Background: an optimization exercise with open tools, aiming at small area, a short achievable clock period and few clock cycles. Do not read the settings as production practice.
In this exercise RTL edits were held to simulation tests only and were not proved equivalent to the original.
Power is estimated from default activity; no workload was simulated.

===== flow/config.mk =====
export PLATFORM = sky130hd
export DESIGN_NAME = CPU
export DESIGN_NICKNAME = CPU
export VERILOG_FILES = /design/flow/design.v
export SDC_FILE = /design/flow/constraint.sdc
export NUM_CORES = 8
export LEC_CHECK = 0
export CAP_MARGIN = 20
export CORE_MARGIN = 2
export CORE_UTILIZATION = 40
export PLACE_DENSITY = 0.6
export SLEW_MARGIN = 20

===== flow/constraint.sdc =====
create_clock -name core_clock -period 90.0 [get_ports {clk}]
set_input_delay 18.0000 -clock core_clock [delete_from_list [all_inputs] [get_ports {clk}]]
set_output_delay 18.0000 -clock core_clock [all_outputs]
set_load 0.01 [all_outputs]

===== flow/design.v =====
module CPU (
	input  wire         clk,
	input  wire         rst,
	output wire         imem_req,
	output wire [31:0]  imem_addr,
	input  wire         imem_ack,
	input  wire [127:0] imem_line,
	output wire [31:0]  dmem_addr,
	input  wire [31:0]  dmem_rdata,
	output wire         dmem_we,
	output wire [1:0]   dmem_wsize,
	output wire [31:0]  dmem_wdata,
	output wire         commit,
	output wire [31:0]  commit_pc,
	output wire         commit_wen,
	output wire [4:0]   commit_rd,
	output wire [31:0]  commit_wdata
);
	localparam LN = 3;               
	localparam NL = 1 << LN;
	localparam RB = 12;              
	localparam TW = RB - LN;         
	function [11:0] radd11;          
		input [10:0] x, y;
		input        ci;
		integer k;
		reg c;
		begin
			c = ci;
			for (k = 0; k < 11; k = k + 1) begin
				radd11[k] = x[k] ^ y[k] ^ c;
				c = (x[k] & y[k]) | (x[k] & c) | (y[k] & c);
			end
			radd11[11] = c;
		end
	endfunction
	function [33:0] csub;            
		input [32:0] x, y;
		reg [11:0] l, m0, m1, h0, h1;
		reg [11:0] m, h;
		begin
			l  = radd11(x[10:0],  ~y[10:0],  1'b1);
			m0 = radd11(x[21:11], ~y[21:11], 1'b0);
			m1 = radd11(x[21:11], ~y[21:11], 1'b1);
			h0 = radd11(x[32:22], ~y[32:22], 1'b0);
			h1 = radd11(x[32:22], ~y[32:22], 1'b1);
			m  = l[11] ? m1 : m0;
			h  = m[11] ? h1 : h0;
			csub = {h, m[10:0], l[10:0]};
		end
	endfunction
	function [31:0] rinc;            
		input [31:0] x;
		integer k;
		reg c;
		begin
			c = 1'b1;
			for (k = 0; k < 32; k = k + 1) begin
				rinc[k] = x[k] ^ c;
				c = x[k] & c;
			end
		end
	endfunction
	function [3:0] opclass;
		input [6:0] op;
		case (op)
			7'b0110111: opclass = 4'd1;      
			7'b0010111: opclass = 4'd2;      
			7'b1101111: opclass = 4'd3;      
			7'b1100111: opclass = 4'd4;      
			7'b1100011: opclass = 4'd5;      
			7'b0000011: opclass = 4'd6;      
			7'b0100011: opclass = 4'd7;      
			7'b0010011: opclass = 4'd8;      
			7'b0110011: opclass = 4'd9;      
			7'b1110011: opclass = 4'd10;     
			default:    opclass = 4'd0;      
		endcase
	endfunction
	reg  [31:0]  pc_q;
	reg          pend_q;             
	reg  [27:0]  paddr_q;            
	reg  [28:0]  cword [0:4*NL-1];    
	reg  [TW-1:0] ctag [0:NL-1];
	reg  [NL-1:0] cval;
	reg  [27-RB:0] region_q;         
	reg          po_req;
	reg  [27:0]  po_addr;
	assign imem_req  = po_req;
	assign imem_addr = {po_addr, 4'b0};
	wire [27:0]   pcl  = pc_q[31:4];
	wire [LN-1:0] pidx = pcl[LN-1:0];
	wire c_hit = cval[pidx] & (ctag[pidx] == pcl[RB-1:LN]) & (region_q == pcl[27:RB]);
	wire ihit  = c_hit;
	wire [28:0] cw    = cword[{pidx, pc_q[3:2]}];
	wire [31:0] instr = {cw[28:4], 7'd0};   
	wire [3:0]  cls   = cw[3:0];
	wire [LN-1:0] fidx = paddr_q[LN-1:0];
	wire fnew = paddr_q[27:RB] != region_q;
	wire fld  = pend_q & ~(c_hit & (fnew | ((fidx == pidx) & (paddr_q != pcl))));
	always @(posedge clk) begin
		if (rst) cval <= {NL{1'b0}};
		else if (fld) begin
			if (fnew) cval <= {{(NL-1){1'b0}}, imem_ack} << fidx;
			else cval[fidx] <= imem_ack;
		end
		if (fld & fnew) region_q <= paddr_q[27:RB];
		if (fld) begin
			ctag[fidx] <= paddr_q[RB-1:LN];
			cword[{fidx, 2'd0}] <= {imem_line[31:7],   opclass(imem_line[6:0])};
			cword[{fidx, 2'd1}] <= {imem_line[63:39],  opclass(imem_line[38:32])};
			cword[{fidx, 2'd2}] <= {imem_line[95:71],  opclass(imem_line[70:64])};
			cword[{fidx, 2'd3}] <= {imem_line[127:103], opclass(imem_line[102:96])};
		end
	end
	wire [4:0] rd  = instr[11:7];
	wire [2:0] f3  = instr[14:12];
	wire [4:0] rs1 = instr[19:15];
	wire [4:0] rs2 = instr[24:20];
	wire [6:0] f7  = instr[31:25];
	wire o_lui   = cls == 4'd1;
	wire o_auipc = cls == 4'd2;
	wire o_jal   = cls == 4'd3;
	wire o_jalr  = cls == 4'd4;
	wire o_br    = cls == 4'd5;
	wire o_ld    = cls == 4'd6;
	wire o_st    = cls == 4'd7;
	wire o_alui  = cls == 4'd8;
	wire o_alur  = cls == 4'd9;
	wire o_sys   = cls == 4'd10;
	wire o_md    = o_alur & (f7 == 7'b0000001);
	wire o_div   = o_md & f3[2];
	wire o_csr   = o_sys & (f3[1:0] != 2'b00);
	wire o_ecall = o_sys & (instr[31:7] == 25'h0000000);
	wire o_mret  = o_sys & (instr[31:7] == 25'h0604000);
	wire wen_i = (o_jal | o_jalr | o_ld | o_alur | o_alui | o_lui | o_auipc | o_csr) & (rd != 5'd0);
	wire [31:0] imm_i = {{20{instr[31]}}, instr[31:20]};
	wire [31:0] imm_s = {{20{instr[31]}}, instr[31:25], instr[11:7]};
	wire [31:0] imm_b = {{19{instr[31]}}, instr[31], instr[7], instr[30:25], instr[11:8], 1'b0};
	wire [31:0] imm_u = {instr[31:12], 12'b0};
	wire [31:0] imm_j = {{11{instr[31]}}, instr[31], instr[19:12], instr[20], instr[30:21], 1'b0};
	reg         w_v, w_wen, w_ld, w_mul, w_neg;
	reg  [4:0]  w_rd;
	reg  [2:0]  w_f3;
	reg  [31:0] w_pc, w_val;
	reg         c_v, c_wen;
	reg  [31:0] c_pc, c_wd;
	reg  [4:0]  c_rd;
	reg         r_wen;
	reg  [31:0] r_wd;
	reg  [4:0]  r_rd;
	reg  [31:0] rf [1:31];
	wire fw1 = w_wen & (w_rd == rs1);
	wire fw2 = w_wen & (w_rd == rs2);
	wire fc1 = r_wen & (r_rd == rs1);
	wire fc2 = r_wen & (r_rd == rs2);
	reg  [31:0] rf1, rf2;
	integer ri;
	always @(*) begin
		rf1 = 32'd0;
		rf2 = 32'd0;
		for (ri = 1; ri < 32; ri = ri + 1) begin
			rf1 = rf1 | (rf[ri] & {32{rs1 == ri}});
			rf2 = rf2 | (rf[ri] & {32{rs2 == ri}});
		end
	end
	wire [31:0] a = (rs1 == 5'd0) ? 32'd0 : fw1 ? w_val : fc1 ? r_wd : rf1;
	wire [31:0] b = (rs2 == 5'd0) ? 32'd0 : fw2 ? w_val : fc2 ? r_wd : rf2;
	wire use1 = ~(o_lui | o_auipc | o_jal);
	wire use2 = o_alur | o_st | o_br;
	wire lu_stall = ((w_ld | w_mul | w_neg) & ((fw1 & use1) | (fw2 & use2))) | (w_mul & o_mul);
	reg [31:0] mstatus, mtvec, mepc, mcause;
	wire [11:0] csr_a = instr[31:20];
	wire cs_mstatus = csr_a == 12'h300;
	wire cs_mtvec   = (csr_a == 12'h305) | o_ecall;
	wire cs_mepc    = (csr_a == 12'h341) | o_mret;
	wire cs_mcause  = csr_a == 12'h342;
	wire [31:0] csr_old = (mstatus & {32{cs_mstatus}}) | (mtvec & {32{cs_mtvec}}) |
	                      (mepc & {32{cs_mepc}}) | (mcause & {32{cs_mcause}});
	wire [31:0] csr_src = f3[2] ? {27'd0, rs1} : a;
	wire [31:0] csr_new = (f3[1:0] == 2'b01) ? csr_src :
	                      (f3[1:0] == 2'b10) ? (csr_old | csr_src) : (csr_old & ~csr_src);
	wire use_b  = o_alur | o_br;
	wire [31:0] y = use_b ? b : (o_st ? imm_s : imm_i);
	wire do_sub = o_br | ((o_alur | o_alui) & ((f3 == 3'd2) | (f3 == 3'd3))) |
	              (o_alur & (f3 == 3'd0) & f7[5]) | o_div;
	wire [31:0] x = o_div ? 32'd0 : a;       
	wire [33:0] sum34 = {1'b0, x, 1'b1} + {1'b0, y ^ {32{do_sub}}, do_sub};
	wire [32:0] sum33 = sum34[33:1];
	wire [31:0] sum = sum33[31:0];
	wire ltu = ~sum33[32];
	wire lt  = (x[31] & ~y[31]) | (~(x[31] ^ y[31]) & sum[31]);
	wire eq  = a == b;
	wire [4:0]  shamt = o_alur ? b[4:0] : instr[24:20];
	wire        sh_l  = (f3 == 3'd1);
	reg  [31:0] sh_in, sh_res;
	integer bi;
	always @(*) begin
		for (bi = 0; bi < 32; bi = bi + 1) sh_in[bi] = sh_l ? a[31-bi] : a[bi];
	end
	wire [32:0] sh_ext = {~sh_l & f7[5] & a[31], sh_in};
	wire [32:0] sh_out = $signed(sh_ext) >>> shamt;
	always @(*) begin
		for (bi = 0; bi < 32; bi = bi + 1) sh_res[bi] = sh_l ? sh_out[31-bi] : sh_out[bi];
	end
	wire alu_ok = o_alui ? ((f3 == 3'd1) ? (f7 == 7'd0) :
	                        (f3 == 3'd5) ? ((f7 == 7'd0) | (f7 == 7'h20)) : 1'b1) :
	              ((f7 == 7'd0) | ((f7 == 7'h20) & ((f3 == 3'd0) | (f3 == 3'd5))));
	reg [31:0] alu_res;
	always @(*) begin
		case (f3)
			3'd0: alu_res = sum;
			3'd1: alu_res = sh_res;
			3'd2: alu_res = {31'd0, lt};
			3'd3: alu_res = {31'd0, ltu};
			3'd4: alu_res = a ^ y;
			3'd5: alu_res = sh_res;
			3'd6: alu_res = a | y;
			default: alu_res = a & y;
		endcase
		if (~alu_ok) alu_res = 32'd0;
	end
	wire o_mul = o_md & ~f3[2];
	wire [32:0] mq_a;                
	reg  [17:0] mq_d;                
	wire [49:0] mq_p;
	wire [32:0] ma  = {(f3 != 3'd3) & a[31], a};
	wire [32:0] mb  = {~f3[1] & b[31], b};
	wire [32:0] mx  = w_mul ? mq_a : ma;
	wire [17:0] dig = w_mul ? mq_d : {2'b00, mb[15:0]};
	wire [50:0] macc = w_mul ? {17'd0, ~mq_p[49], mq_p[48:16]} : 51'd0;
	wire [50:0] mk   = w_mul ? (51'd0 - (51'd1 << 33)) : 51'd0;
	reg  [50:0] mrow [0:8];
	reg  [50:0] mneg, mkc;
	reg  [2:0]  mg;
	reg  [34:0] mv;
	integer mi;
	always @(*) begin
		mneg = 51'd0;
		mkc  = 51'd0;
		for (mi = 0; mi < 9; mi = mi + 1) begin
			mg = {dig[2*mi+1], dig[2*mi], (mi == 0) ? 1'b0 : dig[2*mi-1]};
			case (mg)
				3'b001, 3'b010: mv = {{2{mx[32]}}, mx};
				3'b011:         mv = {mx[32], mx, 1'b0};
				3'b100:         mv = ~{mx[32], mx, 1'b0};
				3'b101, 3'b110: mv = ~{{2{mx[32]}}, mx};
				default:        mv = 35'd0;
			endcase
			mrow[mi] = {15'd0, ~mv[34], mv} << (2*mi);
			mneg[2*mi] = mg[2] & ~(mg[1] & mg[0]);
			mkc = mkc - (51'd1 << (35 + 2*mi));
		end
	end
	wire [50:0] mp = mrow[0] + mrow[1] + mrow[2] + mrow[3] + mrow[4] + mrow[5] + mrow[6] +
	                 mrow[7] + mrow[8] + mneg + mkc + macc + mk;
	wire [31:0] mul_res = (w_f3[1:0] == 2'd0) ? {mp[15:0], mq_p[15:0]} : mp[47:16];
	always @(posedge clk) begin
		mq_d <= {mb[32], mb[32:16]};
	end
	function [5:0] clz32;
		input [31:0] v;
		integer k;
		begin
			clz32 = 6'd32;
			for (k = 0; k < 32; k = k + 1) if (v[k]) clz32 = 31 - k;
		end
	endfunction
	reg  [1:0]  dv_st;               
	reg  [31:0] dv_r, dv_q;
	reg  [32:0] dv_d;
	reg  [4:0]  dv_n;
	wire dv_sg  = ~f3[0];
	wire dv_rem = f3[1];
	wire [31:0] dv_A = (dv_sg & a[31]) ? rinc(~a) : a;
	wire [31:0] dv_B = (dv_sg & b[31]) ? sum : b;
	wire dv_bz  = b == 32'd0;
	wire dv_ovf = dv_sg & (a == 32'h80000000) & (b == 32'hffffffff);
	wire dv_bmn = dv_sg & (b == 32'h80000000);
	wire [5:0]  dv_za = clz32(dv_A);
	wire [5:0]  dv_zb = clz32(dv_B);
	wire dv_triv = dv_bz | dv_ovf | dv_bmn | (dv_za > dv_zb);
	wire [31:0] dv_tres = dv_bz ? (dv_rem ? a : 32'hffffffff) :
	                      dv_ovf ? (dv_rem ? 32'd0 : a) : (dv_rem ? a : 32'd0);
	wire [4:0]  dv_k  = dv_zb[4:0] - dv_za[4:0];
	wire [4:0]  dv_sh = {dv_k[4:1], 1'b1};
	wire [33:0] dv_s1 = csub({1'b0, dv_r}, dv_d);
	wire        dv_g1 = dv_s1[33];
	wire [31:0] dv_r1 = dv_g1 ? dv_s1[31:0] : dv_r;
	assign mq_a = dv_d;
	assign mq_p = {dv_q[17:0], dv_r};
	wire [33:0] dv_s2 = csub({1'b0, dv_r1}, {1'b0, dv_d[32:1]});
	wire        dv_g2 = dv_s2[33];
	wire [31:0] dv_r2 = dv_g2 ? dv_s2[31:0] : dv_r1;
	wire [31:0] dv_x = dv_rem ? dv_r2 : {dv_q[29:0], dv_g1, dv_g2};
	wire dv_neg = dv_sg & (dv_rem ? a[31] : (a[31] ^ b[31]));
	reg [31:0] dm_addr_q, dm_wdata_q;
	reg        dm_we_q;
	reg [1:0]  dm_wsize_q;
	wire go      = ihit & ~lu_stall;  
	wire dv_done = ((dv_st == 2'd1) & (dv_n == 5'd0)) | ((dv_st == 2'd0) & dv_triv);
	wire fin     = go & (o_div ? dv_done : 1'b1);
	wire taken = o_br & ((f3 == 3'd0) ? eq : (f3 == 3'd1) ? ~eq :
	                     (f3 == 3'd4) ? lt : (f3 == 3'd5) ? ~lt :
	                     (f3 == 3'd6) ? ltu : (f3 == 3'd7) ? ~ltu : 1'b0);
	wire [31:0] pc4   = {rinc({2'b00, pc_q[31:2]}), pc_q[1:0]};
	wire [31:0] pcimm = pc_q + (o_jal ? imm_j : o_br ? imm_b : imm_u);
	wire [31:0] npc;                 
	wire [31:0] nxt   = (o_jal | taken) ? pcimm : o_jalr ? sum :
	                    (o_ecall | o_mret) ? csr_old : pc4;
	assign npc = fin ? nxt : pc_q;
	wire [31:0] npc_pf = (ihit & ~o_md) ? nxt : pc_q;
	wire [27:0] nl  = npc_pf[31:4];
	wire [27:0] nl1 = nl + 28'd1;
	wire [27:0] nl2 = nl + 28'd2;
	wire [LN-1:0] ni0 = nl[LN-1:0];
	wire [LN-1:0] ni1 = nl1[LN-1:0];
	wire [LN-1:0] ni2 = nl2[LN-1:0];
	wire nrg = region_q == nl[27:RB];
	wire np0 = (cval[ni0] & (ctag[ni0] == nl[RB-1:LN]) & nrg)
	           | (pend_q & (paddr_q == nl));
	wire np1 = (cval[ni1] & (ctag[ni1] == nl1[RB-1:LN]) & nrg & ~(&nl[RB-1:0]))
	          | (pend_q & (paddr_q == nl1));
	wire np2 = (cval[ni2] & (ctag[ni2] == nl2[RB-1:LN]) & nrg & ~(&nl[RB-1:1]))
	          | (pend_q & (paddr_q == nl2));
	wire want = ~np0 | ~np1 | ~np2;
	always @(posedge clk) begin
		if (rst) pend_q <= 1'b0;
		else if (~pend_q | imem_ack) begin
			pend_q <= want;
			if (want) paddr_q <= ~np0 ? nl : ~np1 ? nl1 : nl2;
		end
		po_req <= ~rst & (want | (pend_q & ~imem_ack));
		if (~pend_q | imem_ack) po_addr <= ~np0 ? nl : ~np1 ? nl1 : nl2;
	end
	wire [31:0] res = (imm_u & {32{o_lui}}) | (pcimm & {32{o_auipc}}) |
	                  (pc4 & {32{o_jal | o_jalr}}) | (csr_old & {32{o_sys}}) |
	                  (((dv_st == 2'd1) ? dv_x : dv_tres) & {32{o_div}}) |
	                  (alu_res & {32{~(o_lui | o_auipc | o_jal | o_jalr | o_sys | o_div)}});
	wire [31:0] w_o  = w_mul ? mul_res : w_neg ? rinc(~w_val) : w_val;
	wire s_lo  = w_ld & (w_f3 != 3'd7);
	wire s_mid = w_ld & ((w_f3 == 3'd1) | (w_f3 == 3'd2) | (w_f3 == 3'd3) | (w_f3 == 3'd5) | (w_f3 == 3'd6));
	wire s_hi  = w_ld & (w_f3 == 3'd2);
	wire s_b   = w_ld & (w_f3 == 3'd0);
	wire s_h   = w_ld & (w_f3 == 3'd1);
	wire [31:0] rd_ = dmem_rdata;
	wire [31:0] w_d;
	assign w_d[7:0]   = (rd_[7:0] & {8{s_lo}}) | (w_o[7:0] & {8{~w_ld}});
	assign w_d[15:8]  = (rd_[15:8] & {8{s_mid}}) | ({8{rd_[7] & s_b}}) | (w_o[15:8] & {8{~w_ld}});
	assign w_d[31:16] = (rd_[31:16] & {16{s_hi}}) | ({16{rd_[7] & s_b}}) | ({16{rd_[15] & s_h}}) |
	                    (w_o[31:16] & {16{~w_ld}});
	always @(posedge clk) begin
		if (r_wen) rf[r_rd] <= r_wd;
	end
	always @(posedge clk) begin
		if (rst) begin
			w_v   <= 1'b0;
			w_wen <= 1'b0;
			w_ld  <= 1'b0;
			w_mul <= 1'b0;
			w_neg <= 1'b0;
		end else begin
			w_v   <= fin;
			w_wen <= fin & wen_i;
			w_ld  <= fin & o_ld;
			w_mul <= fin & o_mul;
			w_neg <= fin & o_div & (dv_st == 2'd1) & dv_neg;
		end
		w_rd  <= rd;
		w_f3  <= f3;
		w_pc  <= pc_q;
		w_val <= res;
	end
	always @(posedge clk) begin
		if (rst) begin
			pc_q    <= 32'h80000000;
			dm_we_q <= 1'b0;
			dv_st   <= 2'd0;
			mstatus <= 32'h1800;
			mtvec   <= 32'd0;
			mepc    <= 32'd0;
			mcause  <= 32'hb;
		end else begin
			pc_q    <= npc;
			dm_we_q <= fin & o_st & ~f3[2] & (f3[1:0] != 2'b11);
			if (go & o_ecall) mepc <= pc_q;
			else if (go & o_csr) begin
				if (cs_mstatus) mstatus <= csr_new;
				if (cs_mtvec)   mtvec   <= csr_new;
				if (cs_mepc)    mepc    <= csr_new;
				if (cs_mcause)  mcause  <= csr_new;
			end
			if (go & o_div) begin
				if (dv_st == 2'd0) begin
					if (~dv_triv) dv_st <= 2'd1;
				end else if (dv_n == 5'd0) dv_st <= 2'd0;
			end
		end
		dm_addr_q  <= sum;
		dm_wdata_q <= b;
		dm_wsize_q <= (f3[1:0] == 2'd0) ? 2'd0 : (f3[1:0] == 2'd1) ? 2'd1 : 2'd2;
		if (dv_st == 2'd0) begin
			if (o_div) begin
				dv_r <= dv_A;
				dv_q <= 32'd0;
				dv_d <= {1'b0, dv_B} << dv_sh;
			end else begin
				dv_r <= mp[31:0];
				dv_q[17:0] <= mp[49:32];
				dv_d <= ma;
			end
			dv_n <= {1'b0, dv_k[4:1]};
		end else if (go & (dv_st == 2'd1)) begin
			dv_r <= dv_r2;
			dv_q <= {dv_q[29:0], dv_g1, dv_g2};
			dv_d <= {2'b00, dv_d[32:2]};
			dv_n <= dv_n - 5'd1;
		end
	end
	assign dmem_addr  = dm_addr_q;
	assign dmem_we    = dm_we_q;
	assign dmem_wsize = dm_wsize_q;
	assign dmem_wdata = dm_wdata_q;
	always @(posedge clk) begin
		if (rst) begin
			c_v   <= 1'b0;
			c_wen <= 1'b0;
			r_wen <= 1'b0;
		end else begin
			c_v   <= w_v;
			c_wen <= w_wen;
			r_wen <= w_wen & (w_rd != 5'd0);
		end
		if (w_wen) begin
			r_rd <= w_rd;
			r_wd <= w_d;
		end
		c_pc <= w_pc;
		c_rd <= w_rd;
		c_wd <= w_d;
	end
	assign commit       = c_v;
	assign commit_pc    = c_pc;
	assign commit_wen   = c_wen;
	assign commit_rd    = c_rd;
	assign commit_wdata = c_wd;
endmodule

===== flow/flow/run.sh =====
#!/bin/bash
# The standard layout with three changes to how it is made (the clock
# and constraints stay as given):
#  - timing repair aims at paths well inside the clock period,
#  - larger clock-tree leaf clusters and no dummy clock loads,
#  - plain buffers on the ports.
export SETUP_SLACK_MARGIN=70.5
export CTS_ARGS="-sink_clustering_enable -repair_clock_nets -dont_use_dummy_load -sink_clustering_size 32 -sink_clustering_max_diameter 70"
export BUFFER_PORTS_ARGS="-buffer_cell sky130_fd_sc_hd__buf_2"
bash standard.sh > standard.log 2>&1

===== flow/standard.sh =====
#!/bin/bash
# synth_recipe.tcl (not shown) runs the flow's synth.tcl, then flattens the netlist and writes it again
# the make line also repeats each setting of config.mk as NAME=value (left out here)
make -C /OpenROAD-flow-scripts/flow DESIGN_CONFIG=/design/flow/config.mk WORK_HOME=/design/flow/orfs CLKGATE_MAP_FILE= SYNTH_SCRIPT=/design/flow/synth_recipe.tcl "${@:-finish}"

==> results of run 1 <==
==> worst min-delay path by stage <==
stage | startpoint | to | depth (start not counted) | slack (ns)
after floorplan | w_pc[0]$_DFF_P_ | c_pc[0]$_DFF_P_ | 0 | 0.31
after global placement | w_pc[9]$_DFF_P_ | c_pc[9]$_DFF_P_ | 0 | 0.31
after detailed placement | w_pc[20]$_DFF_P_ | c_pc[20]$_DFF_P_ | 0 | 0.31
after CTS | w_pc[9]$_DFF_P_ | c_pc[9]$_DFF_P_ | 0 | 0.31
after global routing | w_pc[9]$_DFF_P_ | c_pc[9]$_DFF_P_ | 0 | 0.32
final | w_pc[9]$_DFF_P_ | c_pc[9]$_DFF_P_ | 0 | 0.31
==> Yosys cell counts, drive strengths merged (17+ instances only) <==
cell type	count
edfxtp	2200
nand2	1231
nor2	922
a21oi	878
clkbuf	724
a22oi	700
o21ai	561
inv	556
mux2i	554
xnor2	521
ha	406
dfxtp	394
fa	303
nand3	274
buf	251
mux4	228
and3	208
nor3	204
xor2	193
nand4	167
a221oi	140
o221ai	122
o22ai	101
a211oi	100
nor4	92
a22o	91
nand2b	87
and2	84
a2111oi	83
o211ai	82
a21o	80
a31oi	75
mux2	68
nor2b	52
a32oi	49
o21a	45
or4	42
o31ai	40
or2	38
a21boi	37
a222oi	34
or3	32
o2111ai	25
a211o	23
a221o	17
==> per-layer routing <==
metal,GRT usage,vias up,part of all wire
li1,-,50600,-
met1,0.469,63700,0.35
met2,0.509,12800,0.38
met3,0.195,4031,0.16
met4,0.269,158,0.097
met5,0.0314,-,0.0033
==> what timing repair did <==
action                                  4_1_cts  5_1_grt
endpoints found under the setup margin       52       85
pin swaps                                     0        1
cloned                                        0        1
gates resized for setup                      58        8
==> logic make-up after synthesis <==
| family | Yosys count | share of synthesized area |
|---|---|---|
| compound gates | 3444 | 0.156 |
| xor+xnor | 717 | 0.0425 |
| fa+ha+maj | 711 | 0.0750 |
| buf+inv | 1537 | 0.0418 |
| flops | 2594 | 0.497 |
| mux | 850 | 0.0772 |
| other cells | 1 | 0.0000252 |
| simple gates | 3513 | 0.110 |
==> registers in the layout (all words and copies together), names as in the netlist, 33 cells and up, named ones only <==
name   cells
dv_d      33
ctag      72
rf       992
cword    928
==> power groups by stage <==
stage          registers [mW]  logic (mW)  clock network, mW
6_report                 1.42        2.41              0.768
5_1_grt                  1.42        2.54              0.805
4_1_cts                  1.42        2.32              0.768
3_5_place_dp             1.45        2.30                  0
3_3_place_gp             1.44        2.29                  0
2_1_floorplan            1.44        1.43                  0
==> area by class of cell <==
class	instances	area share
multi-input cells	9240	0.428
inverters	562	0.0129
clock buffers	178	0.0272
flip-flops and latches	2594	0.452
diodes	140	0.00214
repair buffers	967	0.0406
well taps	4950	0.0378
==> per-stage QoR <==
stage | power [mW] | hold WS (ns)
2_1_floorplan | 2.86 | 0.310
3_3_place_gp | 3.74 | 0.312
3_5_place_dp | 3.74 | 0.312
4_1_cts | 4.51 | 0.313
5_1_grt | 4.77 | 0.321
6_report | 4.60 | 0.311
==> out/summary.md, run 1 <==
### Placed design
- pre-CTS setup slack: 70.06 ns
- number of instances in the placed design: 18300
- GP Congestion: 1.10
- HPWL Detailed: 492 mm
- placed cell area: 159000 µm²
- count of buffers inserted at the top-level ports: 329

### Worst setup path
- type of element launching the critical path: register
- endpoint type of the worst setup path: output port
- Top Family by Delay on Critical Path: flip-flops
- slowest stage cell, crit path: sky130_fd_sc_hd__dfxtp_4
- total number of cells along the worst setup path: 1
- Data required, critical path: 72.00 ns
- worst flop-to-flop path endpoint: paddr_q[25]$_DFFE_PP_
- highest cell delay on the worst timing path: 0.46 ns
- cell count of the worst reg-to-reg path: 49
- worst-case register-to-register setup slack: 70.94 ns
- critical path launch point: c_wd[16]$_DFF_P_
- worst path buffer plus inverter count: 1
- arrival time at the worst endpoint: 1.60 ns
- Setup CP Type: register to output port
- crit-path cells: buf_6
- destination of the critical timing path: commit_wdata[16]
- largest fanout of any net on the critical path: 2

### Clock tree
- clock sink total: 2594
- maximum number of buffers from clock root to sink: 4
- Post-CTS Setup Repair Bufs: 0
- clock latency of the later-clocked register in the worst-skew pair: 1.02 ns
- CTS tree: yes
- clock root buffer master: sky130_fd_sc_hd__clkbuf_16
- number of buffers inserted during clock tree synthesis: 178
- quantity of hold-fixing buffers added after cts: 0
- post-CTS clock slew at the launch and capture registers of the worst setup and hold paths: 0.10 ns
- number of H-tree branching levels: 4

### Layout
- Area Overhead vs Synth: 10.2%
- Multi-input gate area: 70100 µm²
- finished layout cell area: 164000 µm²
- final core utilization: 0.443
- fraction of layout instances using a drive strength above 1: 0.137
- final cell count without fillers: 18600
- leading cell type in the layout, fill and taps excluded: sky130_fd_sc_hd__edfxtp_1
- number of filler instances in the final layout: 34400
- most frequent cells in the layout: sky130_fd_sc_hd__edfxtp_1 (2200), sky130_fd_sc_hd__nand2_1 (1225), sky130_fd_sc_hd__a21oi_1 (839), sky130_fd_sc_hd__nor2_1 (839), sky130_fd_sc_hd__a22oi_1 (698)
- Net count, final: 14400
- footprint of the flip-flops and latches: 74000 µm²

### Timing
- Final Hold Vio Count: 0
- Worst Slack Setup Final: 70.40 ns
- Final Slew Violations: 0
- clock skew: 0.182 ns
- endpoints failing setup: 0
- final clock period utilization by the worst path: 0.218
- unrepaired setup endpoints after global routing: true
- Total Negative Setup Slacks: 0 ns
- actual transition at the worst max-transition pin: 1.42 ns
- remaining max-slew budget at the tightest pin: 0.0491
- final worst path period need: 19.60 ns
- achievable clock frequency: 51.0 MHz

### Hold path
- path class of the lowest-slack min-delay path: register to register

### Global route
- number of antenna violations at the first check in global routing: 144
- number of global-route vias before repair: 118000
- leftover overflow at the end of global routing: 0
- first-pass GRT wire length: 996 mm
- pin count of the biggest net entering global routing: 173
- All-Layer GR Usage: 0.382

### Outcome
- run status: failed layout checks
- violated checks: antenna rules

### Pwr
- net switching fraction of the power: 0.442
- Peak VDD IR: 0.0782 mV
- portion of total power attributed to sequential cells: 0.308
- leakage: 57.1 nW
- design internal power: 2.57 mW
- Switch Pwr: 2.04 mW
- combinational fraction of design power: 0.525
- total power divided by cell area: 28.1 nW/µm²
- Clock Power Share: 0.167

### Detailed routing
- post-detailed-route via-to-cell ratio: 7.05
- Final Routed Wirelength: 743 mm
- post-detailed-route DRC marker count: 0
- post-DR wirelength/cell: 39.9 µm
- remaining antenna violation count: 1
- router iterations before antenna repair: 14
- drt first-iter violations: 26100
- overall via count from detail_route: 131000

### Logic synthesis
- flops & latches, synth: 2594
- Seq/Total Area, Yosys: 0.497
- synthesized area divided by synthesized cell count: 11.1 µm²
- cell taking the most area after synthesis: sky130_fd_sc_hd__edfxtp_1
- count of synthesis-stage warnings from yosys: 2
- area fraction of the dominant cell type after synthesis: 0.444
- Async SR Flop Fraction: 0
- synthesized area: 149000 µm²
- number of enable-type register cells in the synthesized netlist: 2200
- most common flop cell mapped by yosys: sky130_fd_sc_hd__edfxtp_1
- Synth cell types: 118
- number of instances in the synthesized netlist: 13400
- Area contributors post-synth: sky130_fd_sc_hd__edfxtp_1 (44%), sky130_fd_sc_hd__dfxtp_1 (5.3%), sky130_fd_sc_hd__fa_1 (4.1%), sky130_fd_sc_hd__mux2i_1 (3.7%), sky130_fd_sc_hd__a22oi_1 (3.5%)

### Flow run
- count of max-cap constraint violations: 0

### Die
- Cell Rows: 223
- Core Footprint: 370000 µm²
- floorplan die area: 377000 µm²
- height of the die: 614 µm
- Chip Width: 614 µm
- IO Count: 334
- effective utilization at floorplan: 0.402

Testbench counts, summed over its fixed seeds: cycles 55,937.
==> inputs of run 2 (changes only) <==
==> flow/flow/run.sh (replaced) <==
#!/bin/bash
# The standard layout with three changes to how it is made (the clock
# and constraints stay as given):
#  - timing repair aims at paths well inside the clock period,
#  - larger clock-tree leaf clusters and no dummy clock loads,
#  - plain buffers on the ports.
export SETUP_SLACK_MARGIN=70.5
export CTS_ARGS="-sink_clustering_enable -repair_clock_nets -dont_use_dummy_load -sink_clustering_size 20 -sink_clustering_max_diameter 120"
export BUFFER_PORTS_ARGS="-buffer_cell sky130_fd_sc_hd__buf_2"
bash standard.sh > standard.log 2>&1
--- a/flow/config.mk
+++ b/flow/config.mk
@@ -7,6 +7,6 @@
 export LEC_CHECK = 0
 export CAP_MARGIN = 20
 export CORE_MARGIN = 2
-export CORE_UTILIZATION = 40
-export PLACE_DENSITY = 0.6
+export CORE_UTILIZATION = 45
+export PLACE_DENSITY = 0.52
 export SLEW_MARGIN = 20
==> run 2 against run 1 <==
The run now finishes clean; clock-buffer cell count fell by 19; hold slack improved by 0.022 ns; largest power group unchanged; critical path depth unchanged; maximum frequency increased by 0.18%; power increased by 1.7%; largest cell class unchanged; clock power shrank 4.4%; synthesized cell count is the same.
==> out/summary.md, run 2 <==
### Outcome
- run status: timing/DRC/antenna clean

### Detailed routing
- router iterations before antenna repair: 12
- overall via count from detail_route: 132000
- drt first-iter violations: 24600
- post-detailed-route DRC marker count: 0
- post-DR wirelength/cell: 44.1 µm
- Final Routed Wirelength: 796 mm
- post-detailed-route via-to-cell ratio: 7.33
- remaining antenna violation count: 0

### Global route
- All-Layer GR Usage: 0.462
- first-pass GRT wire length: 1060 mm
- pin count of the biggest net entering global routing: 126
- leftover overflow at the end of global routing: 0
- number of antenna violations at the first check in global routing: 140
- number of global-route vias before repair: 121000

### Placed design
- GP Congestion: 1.09
- HPWL Detailed: 536 mm
- count of buffers inserted at the top-level ports: 329

### Worst setup path
- Data required, critical path: 72.00 ns
- arrival time at the worst endpoint: 1.56 ns
- worst-case register-to-register setup slack: 71.13 ns
- highest cell delay on the worst timing path: 0.46 ns
- Setup CP Type: register to output port
- Top Family by Delay on Critical Path: flip-flops
- type of element launching the critical path: register
- slowest stage cell, crit path: sky130_fd_sc_hd__edfxtp_1
- largest fanout of any net on the critical path: 1
- worst path buffer plus inverter count: 1
- endpoint type of the worst setup path: output port
- crit-path cells: buf_2

### Flow run
- count of max-cap constraint violations: 0

### Logic synthesis
- cell taking the most area after synthesis: sky130_fd_sc_hd__edfxtp_1
- Async SR Flop Fraction: 0
- commonest cells in the netlist: sky130_fd_sc_hd__edfxtp_1 (2200), sky130_fd_sc_hd__nand2_1 (1230), sky130_fd_sc_hd__nor2_1 (921), sky130_fd_sc_hd__a21oi_1 (876), sky130_fd_sc_hd__clkbuf_1 (724)
- Seq/Total Area, Yosys: 0.497
- synthesized area: 149000 µm²
- most used standard cell by instance count after synthesis: sky130_fd_sc_hd__edfxtp_1
- synthesized area divided by synthesized cell count: 11.1 µm²
- Area contributors post-synth: sky130_fd_sc_hd__edfxtp_1 (44%), sky130_fd_sc_hd__dfxtp_1 (5.3%), sky130_fd_sc_hd__fa_1 (4.1%), sky130_fd_sc_hd__mux2i_1 (3.7%), sky130_fd_sc_hd__a22oi_1 (3.5%)
- number of enable-type register cells in the synthesized netlist: 2200
- number of instances in the synthesized netlist: 13400
- count of synthesis-stage warnings from yosys: 2
- Synth cell types: 118
- most common flop cell mapped by yosys: sky130_fd_sc_hd__edfxtp_1
- area fraction of the dominant cell type after synthesis: 0.444
- flops & latches, synth: 2594

### Layout
- largest register by flop count: rf
- fraction of layout instances using a drive strength above 1: 0.139
- number of filler instances in the final layout: 29500
- largest registers in the final layout: rf x992, cword x928, ctag x72
- Net count, final: 14400
- Area Overhead vs Synth: 9.68%
- max reg flops: 992
- most frequent cells in the layout: sky130_fd_sc_hd__edfxtp_1 (2200), sky130_fd_sc_hd__nand2_1 (1226), sky130_fd_sc_hd__a21oi_1 (839)
- leading cell type in the layout, fill and taps excluded: sky130_fd_sc_hd__edfxtp_1

### Clock tree
- number of H-tree branching levels: 4
- clock root buffer master: sky130_fd_sc_hd__clkbuf_16
- quantity of hold-fixing buffers added after cts: 0
- post-CTS clock slew at the launch and capture registers of the worst setup and hold paths: 0.10 ns
- Post-CTS Setup Repair Bufs: 0
- CTS tree: yes
- clock sink total: 2594
- number of buffers inserted during clock tree synthesis: 159
- clock latency of the later-clocked register in the worst-skew pair: 0.99 ns
- maximum number of buffers from clock root to sink: 4

### Die
- effective utilization at floorplan: 0.451
- height of the die: 579 µm
- Chip Width: 579 µm
- IO Count: 334
- Core Footprint: 330000 µm²
- Cell Rows: 211
- floorplan die area: 335000 µm²

### Timing
- actual transition at the worst max-transition pin: 1.45 ns
- final clock period utilization by the worst path: 0.217
- final worst path period need: 19.56 ns
- Final Slew Violations: 0
- Total Negative Setup Slacks: 0 ns
- clock skew: 0.152 ns
- remaining max-slew budget at the tightest pin: 0.0253
- achievable clock frequency: 51.1 MHz
- unrepaired setup endpoints after global routing: true
- endpoints failing setup: 0
- Final Hold Vio Count: 0

### Pwr
- sum of internal, switching and leakage power: 4.68 mW
- leakage: 57.1 nW
- total power divided by cell area: 28.7 nW/µm²
- Peak VDD IR: 0.128 mV

### Hold path
- path class of the lowest-slack min-delay path: register to register

run 2: cell counts after synthesis:
Identical to the previous run, type by type.
run 2: cells by family after synthesis:
group                      synth area share
buffers and inverters                0.0418
AOI/OAI and AO/OA                     0.156
DFF                                   0.497
xor gates and xnor gates             0.0425
and+or+nand+nor                       0.110
muxes                                0.0772
other                             0.0000252
adders and majority gates            0.0750
run 2: what timing repair did:
action                                 CTS  global route
pin swaps                                0             0
resized for setup                       48            12
endpoints found under the hold margin    0             0
cloned                                   0             2
setup endpoints to repair               41            56
run 2: metrics by stage:
stage	hold WS, ns	setup slack (ns)	cell area, µm²	utilization	std cells
after floorplan	0.310	70.54	149000	-	13400
after global placement	0.311	70.18	158000	0.480	17800
after detailed placement	0.312	70.11	159000	0.481	17800
after CTS	0.333	70.40	163000	0.493	17900
after global routing	0.342	70.42	163000	0.494	18000
final	0.333	70.44	163000	0.495	18100
run 2: cell type report:
| cell class | instances | area (µm²) | share of cell area |
|---|---|---|---|
| Antenna cell | 128 | 320 | 0.00196 |
| Clock buffer | 159 | 3980 | 0.0244 |
| Inverter | 562 | 2110 | 0.0129 |
| Multi-Input combinational cell | 9239 | 70100 | 0.430 |
| Sequential cell | 2594 | 74000 | 0.454 |
| Tap cell | 4366 | 5460 | 0.0335 |
| Timing Repair Buffer | 1011 | 7150 | 0.0438 |
run 2: layer usage:
layer / track usage / share of wire / routed length, µm
met1: 0.577 / 0.36 / 287000
met2: 0.639 / 0.40 / 319000
met3: 0.196 / 0.15 / 117000
met4: 0.324 / 0.090 / 72000
met5: 0.0119 / 0.0010 / 831
run 2: path summary, 6_finish.rpt:
| check | startpoint | to | cells after the start |
|---|---|---|---|
| worst min register to register | w_pc[6]$_DFF_P_ | c_pc[6]$_DFF_P_ | 0 |
| worst min-delay path | w_pc[6]$_DFF_P_ | c_pc[6]$_DFF_P_ | 0 |
| worst max-delay path | po_addr[3]$_DFFE_PP_ | imem_addr[7] | 1 |
| worst max register to register | register | dv_q[16]$_DFFE_PP_ | 58 |
run 2: report_power, final:
group / internal (mW) / switching (mW)
Sequential: 1.39 / 0.0284
Combinational: 0.832 / 1.69
Clock: 0.315 / 0.420
Total: 2.54 / 2.14
==> inputs of run 3 (changes only) <==
--- a/flow/config.mk
+++ b/flow/config.mk
@@ -7,6 +7,7 @@
 export LEC_CHECK = 0
 export CAP_MARGIN = 20
 export CORE_MARGIN = 2
-export CORE_UTILIZATION = 45
-export PLACE_DENSITY = 0.52
+export CORE_UTILIZATION = 40
+export GPL_TIMING_DRIVEN = 1
+export PLACE_DENSITY = 0.5
 export SLEW_MARGIN = 20
==> run 3 against run 2 <==
Clock power is 0.7% lower; maximum frequency grew 0.15%; largest power group unchanged; sequential power about the same; final cell count is 2.9% higher; clock skew is 0.015 ns higher; clock-buffer cell count shrank 1; critical path type unchanged.
==> out/summary.md, run 3 <==
### Worst setup path
- type of element launching the critical path: register
- Top Family by Delay on Critical Path: flip-flops
- Data required, critical path: 72.00 ns
- highest cell delay on the worst timing path: 0.50 ns
- slowest stage cell, crit path: sky130_fd_sc_hd__dfxtp_4
- endpoint type of the worst setup path: output port
- arrival time at the worst endpoint: 1.53 ns
- worst path buffer plus inverter count: 1
- crit-path cells: buf_6
- largest fanout of any net on the critical path: 1
- Setup CP Type: register to output port

### Timing
- actual transition at the worst max-transition pin: 1.40 ns
- endpoints failing setup: 0
- Total Negative Setup Slacks: 0 ns
- remaining max-slew budget at the tightest pin: 0.0589
- achievable clock frequency: 51.2 MHz
- final clock period utilization by the worst path: 0.217
- clock skew: 0.167 ns
- Final Hold Vio Count: 0
- final worst path period need: 19.53 ns
- unrepaired setup endpoints after global routing: true
- Worst Slack Setup Final: 70.47 ns
- Final Slew Violations: 0

### Detailed routing
- remaining antenna violation count: 0
- router iterations before antenna repair: 10
- post-detailed-route DRC marker count: 0
- post-detailed-route via-to-cell ratio: 6.99
- post-DR wirelength/cell: 43.2 µm
- drt first-iter violations: 23700
- Final Routed Wirelength: 802 mm
- overall via count from detail_route: 130000

### Logic synthesis
- Synth cell types: 118
- most used standard cell by instance count after synthesis: sky130_fd_sc_hd__edfxtp_1
- synthesized area: 149000 µm²
- Async SR Flop Fraction: 0
- Seq/Total Area, Yosys: 0.497
- commonest cells in the netlist: sky130_fd_sc_hd__edfxtp_1 (2200), sky130_fd_sc_hd__nand2_1 (1230), sky130_fd_sc_hd__nor2_1 (921), sky130_fd_sc_hd__a21oi_1 (876), sky130_fd_sc_hd__clkbuf_1 (724)
- basic-gate share of the synthesized area counting and, or, nand and nor cells: 0.110
- dominant combinational cell family by area after synthesis: compound AO/OA/AOI/OAI gates
- arithmetic-cell share of the synthesized area counting full adders, half adders and majority gates: 0.0750
- synthesized-area fraction occupied by ao, oa, aoi and oai cells: 0.156
- area fraction of the dominant cell type after synthesis: 0.444
- cell taking the most area after synthesis: sky130_fd_sc_hd__edfxtp_1
- portion of netlist area occupied by mux cells: 0.0772
- count of synthesis-stage warnings from yosys: 2
- most common flop cell mapped by yosys: sky130_fd_sc_hd__edfxtp_1
- synthesized area divided by synthesized cell count: 11.1 µm²
- xor/xnor cell area share of the yosys netlist: 0.0425
- number of instances in the synthesized netlist: 13400
- number of enable-type register cells in the synthesized netlist: 2200
- Area contributors post-synth: sky130_fd_sc_hd__edfxtp_1 (44%), sky130_fd_sc_hd__dfxtp_1 (5.3%), sky130_fd_sc_hd__fa_1 (4.1%), sky130_fd_sc_hd__mux2i_1 (3.7%), sky130_fd_sc_hd__a22oi_1 (3.5%)
- flops & latches, synth: 2594

### Clock tree
- clock root buffer master: sky130_fd_sc_hd__clkbuf_16
- CTS tree: yes
- maximum number of buffers from clock root to sink: 4
- post-CTS clock slew at the launch and capture registers of the worst setup and hold paths: 0.08 ns
- number of buffers inserted during clock tree synthesis: 158
- clock sink total: 2594
- clock latency of the later-clocked register in the worst-skew pair: 0.98 ns
- number of H-tree branching levels: 4
- quantity of hold-fixing buffers added after cts: 0

### Hold path
- path class of the lowest-slack min-delay path: register to register

### Global route
- Most Used Layer, Global Route: met2
- All-Layer GR Usage: 0.414
- first-pass GRT wire length: 1060 mm
- number of global-route vias before repair: 120000
- global-route met2 utilization: 0.579
- number of antenna violations at the first check in global routing: 146
- met1 capacity usage during global routing: 0.532
- pin count of the biggest net entering global routing: 126
- met3 capacity usage during global routing: 0.156
- leftover overflow at the end of global routing: 0

### Layout
- most frequent cells in the layout: sky130_fd_sc_hd__edfxtp_1 (2200), sky130_fd_sc_hd__nand2_1 (1225), sky130_fd_sc_hd__a21oi_1 (840)
- leading cell type in the layout, fill and taps excluded: sky130_fd_sc_hd__edfxtp_1
- largest register by flop count: rf
- max reg flops: 992
- finished layout cell area: 163000 µm²
- fraction of layout instances using a drive strength above 1: 0.136
- number of filler instances in the final layout: 34300
- footprint of the flip-flops and latches: 74000 µm²
- largest registers in the final layout: rf x992, cword x928, ctag x72
- Net count, final: 14400
- Area Overhead vs Synth: 9.88%
- Multi-input gate area: 70200 µm²

### Placed design
- count of buffers inserted at the top-level ports: 329
- HPWL Detailed: 532 mm
- GP Congestion: 1.06
- placed cell area: 159000 µm²
- pre-CTS setup slack: 70.11 ns

### Pwr
- design internal power: 2.53 mW
- net switching fraction of the power: 0.454
- leakage: 56.9 nW
- Switch Pwr: 2.11 mW
- combinational fraction of design power: 0.537
- total power divided by cell area: 28.4 nW/µm²
- portion of total power attributed to sequential cells: 0.306
- Clock Power Share: 0.157
- Peak VDD IR: 0.173 mV

### Die
- IO Count: 334
- effective utilization at floorplan: 0.402
- floorplan die area: 377000 µm²
- Core Footprint: 370000 µm²
- Cell Rows: 223
- Chip Width: 614 µm
- height of the die: 614 µm

### Flow run
- count of max-cap constraint violations: 0

### Outcome
- run status: timing/DRC/antenna clean

-- run 3: area by class of cell --
type,instances,share of cell area
multi-input combinational,9240,0.429
clock buffer,158,0.0242
sequential,2594,0.453
antenna,102,0.00156
inverter,562,0.0129
tap,4950,0.0379
timing repair buffer,973,0.0414
-- run 3: routing by layer --
metal,routed length [µm],share of wire
met1,301000,0.38
met2,324000,0.40
met3,110000,0.14
met4,66600,0.083
met5,1010,0.0013
-- run 3: through the flow --
stage                      util  cells  hold WS, ns  total power [mW]
after floorplan               -  13400        0.310              2.86
final                     0.442  18600        0.322              4.64
after CTS                 0.441  18500        0.326              4.58
after global routing      0.442  18500        0.334              4.83
after detailed placement  0.430  18300        0.312              3.85
after global placement    0.430  18300        0.314              3.85
-- run 3: worst paths after layout --
check        cells after the start        startpoint  slack, ns                 end
max reg2reg                     59          register      70.98  r_wd[30]$_DFFE_PP_
min                              0  w_pc[21]$_DFF_P_       0.32    c_pc[21]$_DFF_P_
min reg2reg                      0  w_pc[21]$_DFF_P_       0.32    c_pc[21]$_DFF_P_
max                              1   c_wd[8]$_DFF_P_      70.47     commit_wdata[8]
-- run 3: what timing repair did --
item,4_1_cts,5_1_grt
buffers inserted,0,0
pin swaps,0,1
endpoints found under the setup margin,27,12
gates resized for setup,36,3
cloned,0,1
-- run 3: cell families after synthesis --
logic type	after synthesis
DFF	2594
and+or+nand+nor	3513
xor gates and xnor gates	717
adders and majority gates	711
buffers and inverters	1537
other	1
AOI/OAI and AO/OA	3444
muxes	850
-- run 3: power by group through the flow --
stage / clock, mW / combinational (mW) / sequential (mW)
2_1_floorplan: 0 / 1.43 / 1.44
3_3_place_gp: 0 / 2.40 / 1.44
3_5_place_dp: 0 / 2.40 / 1.45
4_1_cts: 0.734 / 2.43 / 1.42
5_1_grt: 0.768 / 2.64 / 1.42
6_report: 0.729 / 2.49 / 1.42
==> inputs of run 4 (changes only) <==
--- a/flow/config.mk
+++ b/flow/config.mk
@@ -8,6 +8,5 @@
 export CAP_MARGIN = 20
 export CORE_MARGIN = 2
 export CORE_UTILIZATION = 40
-export GPL_TIMING_DRIVEN = 1
 export PLACE_DENSITY = 0.5
 export SLEW_MARGIN = 20
==> run 4 against run 3 <==
First-iteration DRC count did not move; hold slack did not move; sequential cell count did not move; global-route usage did not move; combinational power barely moved; sequential share of layout area did not move; final cell count did not move; critical endpoint unchanged; clock-buffer cell count did not move; largest power group unchanged; critical path depth did not move; still clean on timing, DRC and antenna.
==> out/summary.md, run 4 <==
### Global route
- leftover overflow at the end of global routing: 0
- pin count of the biggest net entering global routing: 126
- global-route met2 utilization: 0.579
- All-Layer GR Usage: 0.414
- Most Used Layer, Global Route: met2
- met3 capacity usage during global routing: 0.156
- number of global-route vias before repair: 120000
- number of antenna violations at the first check in global routing: 146
- first-pass GRT wire length: 1060 mm
- met1 capacity usage during global routing: 0.532

### Placed design
- pre-CTS setup slack: 70.11 ns
- GP Congestion: 1.06
- count of buffers inserted at the top-level ports: 329
- placed cell area: 159000 µm²
- HPWL Detailed: 532 mm

### Clock tree
- number of buffers inserted during clock tree synthesis: 158
- number of H-tree branching levels: 4
- post-CTS clock slew at the launch and capture registers of the worst setup and hold paths: 0.08 ns
- clock latency of the later-clocked register in the worst-skew pair: 0.98 ns
- quantity of hold-fixing buffers added after cts: 0
- clock root buffer master: sky130_fd_sc_hd__clkbuf_16
- maximum number of buffers from clock root to sink: 4
- CTS tree: yes
- clock sink total: 2594

### Logic synthesis
- Area contributors post-synth: sky130_fd_sc_hd__edfxtp_1 (44%), sky130_fd_sc_hd__dfxtp_1 (5.3%), sky130_fd_sc_hd__fa_1 (4.1%), sky130_fd_sc_hd__mux2i_1 (3.7%), sky130_fd_sc_hd__a22oi_1 (3.5%)
- synthesized area divided by synthesized cell count: 11.1 µm²
- portion of netlist area occupied by mux cells: 0.0772
- count of synthesis-stage warnings from yosys: 2
- cell taking the most area after synthesis: sky130_fd_sc_hd__edfxtp_1
- most used standard cell by instance count after synthesis: sky130_fd_sc_hd__edfxtp_1
- number of instances in the synthesized netlist: 13400
- Async SR Flop Fraction: 0
- commonest cells in the netlist: sky130_fd_sc_hd__edfxtp_1 (2200), sky130_fd_sc_hd__nand2_1 (1230), sky130_fd_sc_hd__nor2_1 (921), sky130_fd_sc_hd__a21oi_1 (876), sky130_fd_sc_hd__clkbuf_1 (724)
- flops & latches, synth: 2594
- dominant combinational cell family by area after synthesis: compound AO/OA/AOI/OAI gates
- synthesized area: 149000 µm²
- xor/xnor cell area share of the yosys netlist: 0.0425
- Synth cell types: 118
- area fraction of the dominant cell type after synthesis: 0.444
- arithmetic-cell share of the synthesized area counting full adders, half adders and majority gates: 0.0750
- synthesized-area fraction occupied by ao, oa, aoi and oai cells: 0.156
- most common flop cell mapped by yosys: sky130_fd_sc_hd__edfxtp_1
- Seq/Total Area, Yosys: 0.497
- number of enable-type register cells in the synthesized netlist: 2200
- basic-gate share of the synthesized area counting and, or, nand and nor cells: 0.110

### Pwr
- Clock Power Share: 0.157
- total power divided by cell area: 28.4 nW/µm²
- design internal power: 2.53 mW
- Peak VDD IR: 0.173 mV
- net switching fraction of the power: 0.454
- combinational fraction of design power: 0.537
- portion of total power attributed to sequential cells: 0.306
- leakage: 56.9 nW
- Switch Pwr: 2.11 mW

### Detailed routing
- post-DR wirelength/cell: 43.2 µm
- Final Routed Wirelength: 802 mm
- post-detailed-route via-to-cell ratio: 6.99
- remaining antenna violation count: 0
- router iterations before antenna repair: 10
- overall via count from detail_route: 130000
- drt first-iter violations: 23700
- post-detailed-route DRC marker count: 0

### Worst setup path
- Top Family by Delay on Critical Path: flip-flops
- crit-path cells: buf_6
- worst flop-to-flop path endpoint: r_wd[30]$_DFFE_PP_
- worst-case register-to-register setup slack: 70.98 ns
- critical path launch point: c_wd[8]$_DFF_P_
- type of element launching the critical path: register
- total number of cells along the worst setup path: 1
- endpoint type of the worst setup path: output port
- slowest stage cell, crit path: sky130_fd_sc_hd__dfxtp_4
- Setup CP Type: register to output port
- destination of the critical timing path: commit_wdata[8]
- highest cell delay on the worst timing path: 0.50 ns
- largest fanout of any net on the critical path: 1
- Data required, critical path: 72.00 ns
- cell count of the worst reg-to-reg path: 59
- arrival time at the worst endpoint: 1.53 ns
- worst path buffer plus inverter count: 1

### Die
- Chip Width: 614 µm
- height of the die: 614 µm
- effective utilization at floorplan: 0.402
- floorplan die area: 377000 µm²
- Cell Rows: 223
- Core Footprint: 370000 µm²
- IO Count: 334

### Timing
- remaining max-slew budget at the tightest pin: 0.0589
- final clock period utilization by the worst path: 0.217
- unrepaired setup endpoints after global routing: true
- clock skew: 0.167 ns
- achievable clock frequency: 51.2 MHz
- Total Negative Setup Slacks: 0 ns
- Worst Slack Setup Final: 70.47 ns
- actual transition at the worst max-transition pin: 1.40 ns
- final worst path period need: 19.53 ns
- Final Hold Vio Count: 0
- Final Slew Violations: 0
- endpoints failing setup: 0

### Layout
- Net count, final: 14400
- most frequent cells in the layout: sky130_fd_sc_hd__edfxtp_1 (2200), sky130_fd_sc_hd__nand2_1 (1225), sky130_fd_sc_hd__a21oi_1 (840)
- number of filler instances in the final layout: 34300
- leading cell type in the layout, fill and taps excluded: sky130_fd_sc_hd__edfxtp_1
- max reg flops: 992
- largest register by flop count: rf
- Area Overhead vs Synth: 9.88%
- fraction of layout instances using a drive strength above 1: 0.136
- finished layout cell area: 163000 µm²
- largest registers in the final layout: rf x992, cword x928, ctag x72

### Hold path
- path class of the lowest-slack min-delay path: register to register
- Min-Delay Path Depth: 0

### Outcome
- run status: timing/DRC/antenna clean

### Flow run
- count of max-cap constraint violations: 0

-- run 4: cell counts after synthesis --
No cell type changed its count.
-- run 4: kinds of logic (layout without fill, tap and decap cells) --
family,Yosys count,in the layout
xor+xnor,717,717
buf+inv,1537,1693
simple gates,3513,3513
compound gates,3444,3445
flops,2594,2594
mux,850,850
fa+ha+maj,711,711
other cells,1,106
-- run 4: power groups by stage --
| stage | clock network [mW] | registers [mW] | logic [mW] |
|---|---|---|---|
| after global routing | 0.768 | 1.42 | 2.64 |
| after CTS | 0.734 | 1.42 | 2.43 |
| after floorplan | 0 | 1.44 | 1.43 |
| after global placement | 0 | 1.44 | 2.40 |
| final | 0.729 | 1.42 | 2.49 |
| after detailed placement | 0 | 1.45 | 2.40 |
-- run 4: worst min path at each step --
stage	startpoint	endpoint
floorplan	w_pc[0]$_DFF_P_	c_pc[0]$_DFF_P_
global placement	w_pc[6]$_DFF_P_	c_pc[6]$_DFF_P_
detailed placement	w_pc[25]$_DFF_P_	c_pc[25]$_DFF_P_
CTS	w_pc[21]$_DFF_P_	c_pc[21]$_DFF_P_
global route	w_pc[22]$_DFF_P_	c_pc[22]$_DFF_P_
finish	w_pc[21]$_DFF_P_	c_pc[21]$_DFF_P_
-- run 4: per-stage QoR --
step	total power [mW]	hold WS, ns	instances	util
5_1_grt	4.83	0.334	18500	0.442
2_1_floorplan	2.86	0.310	13400	-
3_3_place_gp	3.85	0.314	18300	0.430
3_5_place_dp	3.85	0.312	18300	0.430
4_1_cts	4.58	0.326	18500	0.441
6_report	4.64	0.322	18600	0.442
-- run 4: per-layer routing --
| metal | up-vias | share of wire |
|---|---|---|
| met5 | - | 0.0013 |
| met4 | 112 | 0.083 |
| met3 | 2984 | 0.14 |
| met2 | 11200 | 0.40 |
| met1 | 65000 | 0.38 |
| li1 | 50600 | - |
-- run 4: timing repair --
| action | in CTS | in global routing |
|---|---|---|
| buffers inserted | 0 | 0 |
| pin swaps | 0 | 1 |
| cloned | 0 | 1 |
| setup endpoints to repair | 27 | 12 |
| resized for setup | 36 | 3 |
| hold endpoints to repair | 0 | 0 |
-- run 4: area by class of cell --
class	count	area [µm²]	share of cell area
timing repair buffer	973	6760	0.0414
antenna	102	255	0.00156
inverter	562	2110	0.0129
multi-input combinational	9240	70200	0.429
clock buffer	158	3950	0.0242
tap	4950	6190	0.0379
sequential	2594	74000	0.453
==> inputs of run 5 (changes only) <==
--- a/flow/design.v
+++ b/flow/design.v
@@ -97,7 +97,8 @@
 	wire [3:0]  cls   = cw[3:0];
 	wire [LN-1:0] fidx = paddr_q[LN-1:0];
 	wire fnew = paddr_q[27:RB] != region_q;
-	wire fld  = pend_q & ~(c_hit & (fnew | ((fidx == pidx) & (paddr_q != pcl))));
+	reg  fresh_q;
+	wire fld  = pend_q & ~fresh_q & ~(c_hit & (fnew | ((fidx == pidx) & (paddr_q != pcl))));
 	always @(posedge clk) begin
 		if (rst) cval <= {NL{1'b0}};
 		else if (fld) begin
@@ -325,6 +326,7 @@
 	          | (pend_q & (paddr_q == nl2));
 	wire want = ~np0 | ~np1 | ~np2;
 	always @(posedge clk) begin
+		fresh_q <= ~rst & (~pend_q | imem_ack) & want;
 		if (rst) pend_q <= 1'b0;
 		else if (~pend_q | imem_ack) begin
 			pend_q <= want;
==> run 5 against run 4 <==
Hold slack improved by 0.0074 ns; final cell count decreased by 0.98%; non-clock buffer count decreased by 64; clock-buffer cell count up 1; core utilization fell by 0.47 points; combinational power is 17% lower; maximum frequency decreased by 0.10%; routed wire length down 8.6%; clock skew increased by 0.011 ns; cell area down 0.47%; synthesized cell count shrank 0.70%; via count decreased by 3.1%.
==> out/summary.md, run 5 <==
### Layout
- largest register by flop count: rf
- Multi-input gate area: 70100 µm²
- number of filler instances in the final layout: 34600
- most frequent cells in the layout: sky130_fd_sc_hd__edfxtp_1 (2200), sky130_fd_sc_hd__nand2_1 (1141), sky130_fd_sc_hd__a21oi_1 (738)
- largest registers in the final layout: rf x992, cword x928, ctag x72
- max reg flops: 992
- Net count, final: 14200
- footprint of the flip-flops and latches: 74000 µm²
- Area Overhead vs Synth: 9.02%
- final cell count without fillers: 18400
- leading cell type in the layout, fill and taps excluded: sky130_fd_sc_hd__edfxtp_1
- fraction of layout instances using a drive strength above 1: 0.133

### Timing
- final clock period utilization by the worst path: 0.217
- Final Slew Violations: 0
- endpoints failing setup: 0
- Worst Slack Setup Final: 70.45 ns
- actual transition at the worst max-transition pin: 1.35 ns
- clock skew: 0.178 ns
- unrepaired setup endpoints after global routing: true
- achievable clock frequency: 51.1 MHz
- Total Negative Setup Slacks: 0 ns
- remaining max-slew budget at the tightest pin: 0.0922
- Final Hold Vio Count: 0
- final worst path period need: 19.55 ns

### Global route
- All-Layer GR Usage: 0.374
- pin count of the biggest net entering global routing: 126
- leftover overflow at the end of global routing: 0
- first-pass GRT wire length: 994 mm
- number of global-route vias before repair: 119000
- number of antenna violations at the first check in global routing: 123

### Logic synthesis
- Async SR Flop Fraction: 0
- flops & latches, synth: 2595
- synthesized area: 149000 µm²
- most common flop cell mapped by yosys: sky130_fd_sc_hd__edfxtp_1
- Area contributors post-synth: sky130_fd_sc_hd__edfxtp_1 (44%), sky130_fd_sc_hd__dfxtp_1 (5.3%), sky130_fd_sc_hd__fa_1 (4.1%), sky130_fd_sc_hd__mux2i_1 (4.0%), sky130_fd_sc_hd__a22oi_1 (3.6%)
- most used standard cell by instance count after synthesis: sky130_fd_sc_hd__edfxtp_1
- area fraction of the dominant cell type after synthesis: 0.443
- synthesized area divided by synthesized cell count: 11.2 µm²
- commonest cells in the netlist: sky130_fd_sc_hd__edfxtp_1 (2200), sky130_fd_sc_hd__nand2_1 (1148), sky130_fd_sc_hd__a21oi_1 (775), sky130_fd_sc_hd__nor2_1 (735), sky130_fd_sc_hd__a22oi_1 (708)
- number of instances in the synthesized netlist: 13300
- cell taking the most area after synthesis: sky130_fd_sc_hd__edfxtp_1
- Seq/Total Area, Yosys: 0.496
- count of synthesis-stage warnings from yosys: 2
- number of enable-type register cells in the synthesized netlist: 2200
- Synth cell types: 125

### Worst setup path
- largest fanout of any net on the critical path: 1
- Data required, critical path: 72.00 ns
- type of element launching the critical path: register
- endpoint type of the worst setup path: output port
- cell count of the worst reg-to-reg path: 50
- slowest stage cell, crit path: sky130_fd_sc_hd__dfxtp_4
- arrival time at the worst endpoint: 1.55 ns
- worst path buffer plus inverter count: 1
- Top Family by Delay on Critical Path: flip-flops
- worst-case register-to-register setup slack: 70.95 ns
- crit-path cells: buf_6
- highest cell delay on the worst timing path: 0.48 ns
- Setup CP Type: register to output port
- worst flop-to-flop path endpoint: paddr_q[13]$_DFFE_PP_

### Placed design
- count of buffers inserted at the top-level ports: 329
- HPWL Detailed: 487 mm
- number of instances in the placed design: 18200
- GP Congestion: 1.02
- pre-CTS setup slack: 70.19 ns

### Detailed routing
- remaining antenna violation count: 0
- router iterations before antenna repair: 14
- post-detailed-route DRC marker count: 0
- post-detailed-route via-to-cell ratio: 6.85
- Final Routed Wirelength: 733 mm
- drt first-iter violations: 22400
- overall via count from detail_route: 126000
- post-DR wirelength/cell: 39.8 µm

### Clock tree
- post-CTS clock slew at the launch and capture registers of the worst setup and hold paths: 0.10 ns
- maximum number of buffers from clock root to sink: 4
- clock sink total: 2595
- clock root buffer master: sky130_fd_sc_hd__clkbuf_16
- clock latency of the later-clocked register in the worst-skew pair: 0.99 ns
- number of buffers inserted during clock tree synthesis: 159
- quantity of hold-fixing buffers added after cts: 0
- CTS tree: yes
- number of H-tree branching levels: 4

### Outcome
- run status: timing/DRC/antenna clean

### Die
- height of the die: 615 µm
- Core Footprint: 372000 µm²
- Chip Width: 615 µm
- floorplan die area: 378000 µm²
- IO Count: 334
- effective utilization at floorplan: 0.401
- Cell Rows: 224

### Hold path
- Min-Delay Path Depth: 0
- end of the worst hold path: c_pc[0]$_DFF_P_
- startpoint of the worst hold path: w_pc[0]$_DFF_P_
- path class of the lowest-slack min-delay path: register to register

### Pwr
- sum of internal, switching and leakage power: 4.18 mW
- total power divided by cell area: 25.7 nW/µm²
- leakage: 57.5 nW
- Peak VDD IR: 0.0578 mV

### Flow run
- count of max-cap constraint violations: 0

-- run 5: changes by cell type in the layout (fill, tap and decap cells not counted), sizes merged, moves of 40 or more --
cell | previous run | this run
nor3 | 204 | 157
nor2 | 922 | 739
buf | 972 | 909
mux2i | 554 | 596
o21ai | 561 | 516
and3 | 208 | 331
a21oi | 879 | 778
nand4 | 167 | 210
mux4 | 228 | 188
nand2 | 1231 | 1149
-- run 5: how the worst max path moves through the flow --
stage / start / to / slack, ns / cells after the start
floorplan: imem_line[6] / cword[0][3]$_DFFE_PP_ / 70.54 / 2
global placement: rst / w_wen$_SDFF_PP0_ / 70.19 / 5
detailed placement: rst / w_wen$_SDFF_PP0_ / 70.19 / 5
CTS: c_wd[16]$_DFF_P_ / commit_wdata[16] / 70.39 / 1
global route: c_wd[16]$_DFF_P_ / commit_wdata[16] / 70.43 / 1
finish: c_wd[16]$_DFF_P_ / commit_wdata[16] / 70.45 / 1
-- run 5: metrics by stage --
stage           util  hold WS, ns  instance area [µm²]
6_report       0.438        0.329               163000
5_1_grt        0.437        0.338               163000
4_1_cts        0.437        0.332               162000
3_5_place_dp   0.426        0.312               158000
3_3_place_gp   0.426        0.315               158000
2_1_floorplan      -        0.310               149000
-- run 5: timing repair --
action | CTS | global route
resized for setup | 28 | 0
setup endpoints to repair | 14 | 3
cloned | 0 | 0
setup buffers | 1 | 0
-- run 5: power by group --
part | internal (mW) | total, mW | switching [mW]
clock | 0.315 | 0.724 | 0.410
combinational | 0.710 | 2.06 | 1.35
sequential | 1.37 | 1.40 | 0.0263
-- run 5: metal layers --
metal | part of all wire | GRT usage | up-vias
met5 | 0.00062 | 0 | -
met4 | 0.076 | 0.235 | 59
met3 | 0.13 | 0.117 | 2373
met2 | 0.42 | 0.539 | 10200
met1 | 0.37 | 0.486 | 63000
li1 | - | - | 50300
-- run 5: cells by family after synthesis --
| family | Yosys count | share of synthesized area |
|---|---|---|
| fa+ha+maj | 709 | 0.0747 |
| flops | 2595 | 0.496 |
| other cells | 1 | 0.0000251 |
| xor+xnor | 710 | 0.0418 |
| buf+inv | 1558 | 0.0444 |
| simple gates | 3484 | 0.114 |
| compound gates | 3356 | 0.155 |
| mux | 861 | 0.0742 |
-- run 5: area by class of cell --
cell class | instances | share of cell area
Sequential cell | 2595 | 0.455
Multi-Input combinational cell | 9124 | 0.431
Tap cell | 4972 | 0.0382
Timing Repair Buffer | 909 | 0.0376
Clock buffer | 159 | 0.0245
Inverter | 566 | 0.0131
Antenna cell | 71 | 0.00109
Testbench counts of run 5, summed over its fixed seeds: cycles 55,824.

==> port drivers added, routing unchanged <==
In the flow no input, the clock included, has a driving cell. The finished layouts below were timed again as built, in two steps. Step 1 sets driving cells, clkbuf_16 on the clock port and buf_2 on the other inputs (assumed; they add their load-dependent delay and slew). Step 2 also shifts input and output timing later by t, the mid clock arrival at the registers, as if the neighbouring blocks saw the same clock. a / b / c = ideal ports / drivers / drivers and shift; a / b = the first two.
run	shift t [ns]	setup WS [ns]	worst setup path at the end	clock arrival spread, ns	worst slew at a driven data input, ns
run 1	1.055	70.401 / 70.278 / 69.942	input to register	0.183 / 0.182	0.18
run 2	1.028	70.436 / 70.320 / 70.186	input to register	0.153 / 0.152	0.16
run 3	1.005	70.466 / 70.357 / 70.046	input to register	0.167 / 0.167	0.21
run 4	1.005	70.466 / 70.357 / 70.046	input to register	0.167 / 0.167	0.21
run 5	1.002	70.445 / 70.341 / 70.078	input to register	0.178 / 0.178	0.18
For run 1, which loses most, drivers alone change the setup slack by -0.123 ns; drivers and shift together by -0.459 ns.
